What follows belongs to an exercise in optimizing a design on an open flow for small area and a short achievable clock period; a production flow would make more cautious choices. Only simulation tests tie the RTL to the original design; equivalence was not proved. Power and IR drop assume default switching activity.

==> flow/design.v (excerpt) <==
module NineCoreProcessor(
    input clk,
    input reset,
    input [3:0] core_id,
    input [7:0] instruction,
    input [7:0] operand1,
    input [7:0] operand2,
    output reg [7:0] result
);
Size in the first run: ~5700 cells after synthesis, about 38 I/O pins, roughly 110000 um2 of cells after synthesis.
Settings: LEC_CHECK=0, CAP_MARGIN=20, CORE_MARGIN=2, CORE_UTILIZATION=50, CTS_BUF_LIST=sky130_fd_sc_hd__clkbuf_4 sky130_fd_sc_hd__clkbuf_8, SLEW_MARGIN=20; clock period 17.0 ns.
standard.sh (not shown) runs the stock make flow with config.mk's settings and CLKGATE_MAP_FILE= SYNTH_SCRIPT=/design/flow/synth_recipe.tcl, a recipe that flattens the netlist after the stock synthesis.
==> flow/flow/run.sh <==
#!/bin/bash
# Own layout flow:
#  1. the standard synthesis (standard.sh synth), unchanged;
#  2. its combinational logic re-mapped by ABC with the full and half adder
#     cells broken up again (flow/resynth.sh), so that ABC can optimise across
#     them; every flip-flop instance is kept as it is (name, cell, pins);
set -euo pipefail
MARGIN=$(cat flow/margin.txt)
R=orfs/results/sky130hd/NineCoreProcessor/base
bash standard.sh synth > standard_synth.log 2>&1
cp $R/1_2_yosys.v $R/1_2_yosys_standard.v
bash flow/resynth.sh $R/1_2_yosys_standard.v $R/1_2_yosys.v resynth_yosys.log 17
rm -f $R/1_synth.odb $R/1_synth.sdc
bash standard.sh synth > standard_synth_odb.log 2>&1
bash standard.sh SETUP_SLACK_MARGIN=$MARGIN finish > standard_flow.log 2>&1
==> flow/flow/margin.txt <==
12
Other scripts of this flow, unchanged in this note and not shown: flow/flow/abc.constr, flow/flow/dontuse.txt, flow/flow/libfuncs.py, flow/flow/resynth.sh
The baseline passed the timing, DRC and antenna checks.
Edit:
==> flow/flow/margin.txt (replaced) <==
12.5
Settings changed: CORE_UTILIZATION 50 to 70, CTS_BUF_LIST sky130_fd_sc_hd__clkbuf_4 sky130_fd_sc_hd__clkbuf_8 to sky130_fd_sc_hd__clkbuf_8, CTS_CLUSTER_DIAMETER set to 60, CTS_CLUSTER_SIZE set to 16.
Effect: The changed run finished with timing, DRC and antenna clean. Power came out lower by about a fifth. Non-clock buffer count came out higher by 30. Cell count came out lower by roughly a tenth. Synthesized area does not change. Utilization came out higher by 20 points. Routed wire length came out lower by a few percent. Die area came out lower by a quarter to a third. Worst setup slack got worse by 62 ps. Cell area came out lower by a few percent. Global-route usage came out higher by 8.8 points.
Edit:
==> flow/flow/margin.txt (replaced) <==
13
Settings changed: CORE_UTILIZATION 70 to 50, CTS_BUF_LIST sky130_fd_sc_hd__clkbuf_8 to sky130_fd_sc_hd__clkbuf_4 sky130_fd_sc_hd__clkbuf_8, CTS_CLUSTER_DIAMETER 60 to unset, CTS_CLUSTER_SIZE 16 to unset, TNS_END_PERCENT set to 10.
Effect:
- The new run completed with no timing, DRC or antenna violations
- die area goes up by 40%
- critical path depth shrinks by 7
- non-clock buffer count increases by 10
Edit:
==> flow/flow/margin.txt (replaced) <==
11
Settings changed: TNS_END_PERCENT 10 to unset.
- worst setup slack is worse by 480 ps
- count of clock-buffer cells in the layout fell by 40
- wire length fell by 5.4%
- sequential share of layout area rose by 2.0 points
- worst hold slack is worse by 5.5 ps
- total power fell by 2.6%
- sequential cell count does not change
Edit:
==> flow/flow/margin.txt (replaced) <==
12
Settings changed: CORE_UTILIZATION 50 to 58.
Wire length came out higher by about 2.7%. Synthesized area is unchanged. Cell area came out higher by about 2.2%. Via count came out higher by about 1.6%. Register-to-register slack gets better by 480 ps. Maximum frequency came out higher by 10%. Worst hold slack gets better by 11 ps. Total power came out higher by about 1.1%. Core utilization came out higher by 10 points. Worst setup slack gets better by 550 ps.
Edit:
Settings changed: CORE_UTILIZATION 58 to 65, CTS_BUF_LIST sky130_fd_sc_hd__clkbuf_4 sky130_fd_sc_hd__clkbuf_8 to sky130_fd_sc_hd__clkbuf_8, CTS_CLUSTER_DIAMETER set to 60, CTS_CLUSTER_SIZE set to 16.
Power goes down by 15%.
Non-clock buffer count fell by 15.
Worst setup slack is worse by 130 ps.

==> static timing again, ports no longer ideal <==
In the flow no input, the clock included, has a driving cell. The finished layouts below were timed again as built, in two steps.
Step 1: set_driving_cell puts a clkbuf_16 on clk and a buf_2 on each other input, an assumption about the parent block.
Step 2 also shifts input and output timing later by t, the mid clock arrival at the registers, as if the neighbouring blocks saw the same clock.
a / b / c = ideal ports / drivers / drivers and shift; a / b = the first two.
| run | t (ns) | setup WS [ns] | clock arrival spread, ns |
|---|---|---|---|
| the first run | 1.131 | 11.437 / 11.444 / 10.349 | 0.151 / 0.151 |
| the second run | 1.053 | 11.374 / 11.374 / 10.514 | 0.057 / 0.056 |
| the third run | 1.124 | 11.437 / 11.440 / 10.351 | 0.094 / 0.095 |
| the fourth run | 1.126 | 10.960 / 11.021 / 9.895 | 0.114 / 0.114 |
| the fifth run | 1.141 | 11.508 / 11.508 / 10.428 | 0.080 / 0.081 |
| the sixth run | 1.042 | 11.380 / 11.380 / 10.449 | 0.068 / 0.069 |
After both steps setup and hold are still met in every run listed. For the first run, which loses most, drivers alone change the setup slack by +0.007 ns; drivers and shift together by -1.088 ns.
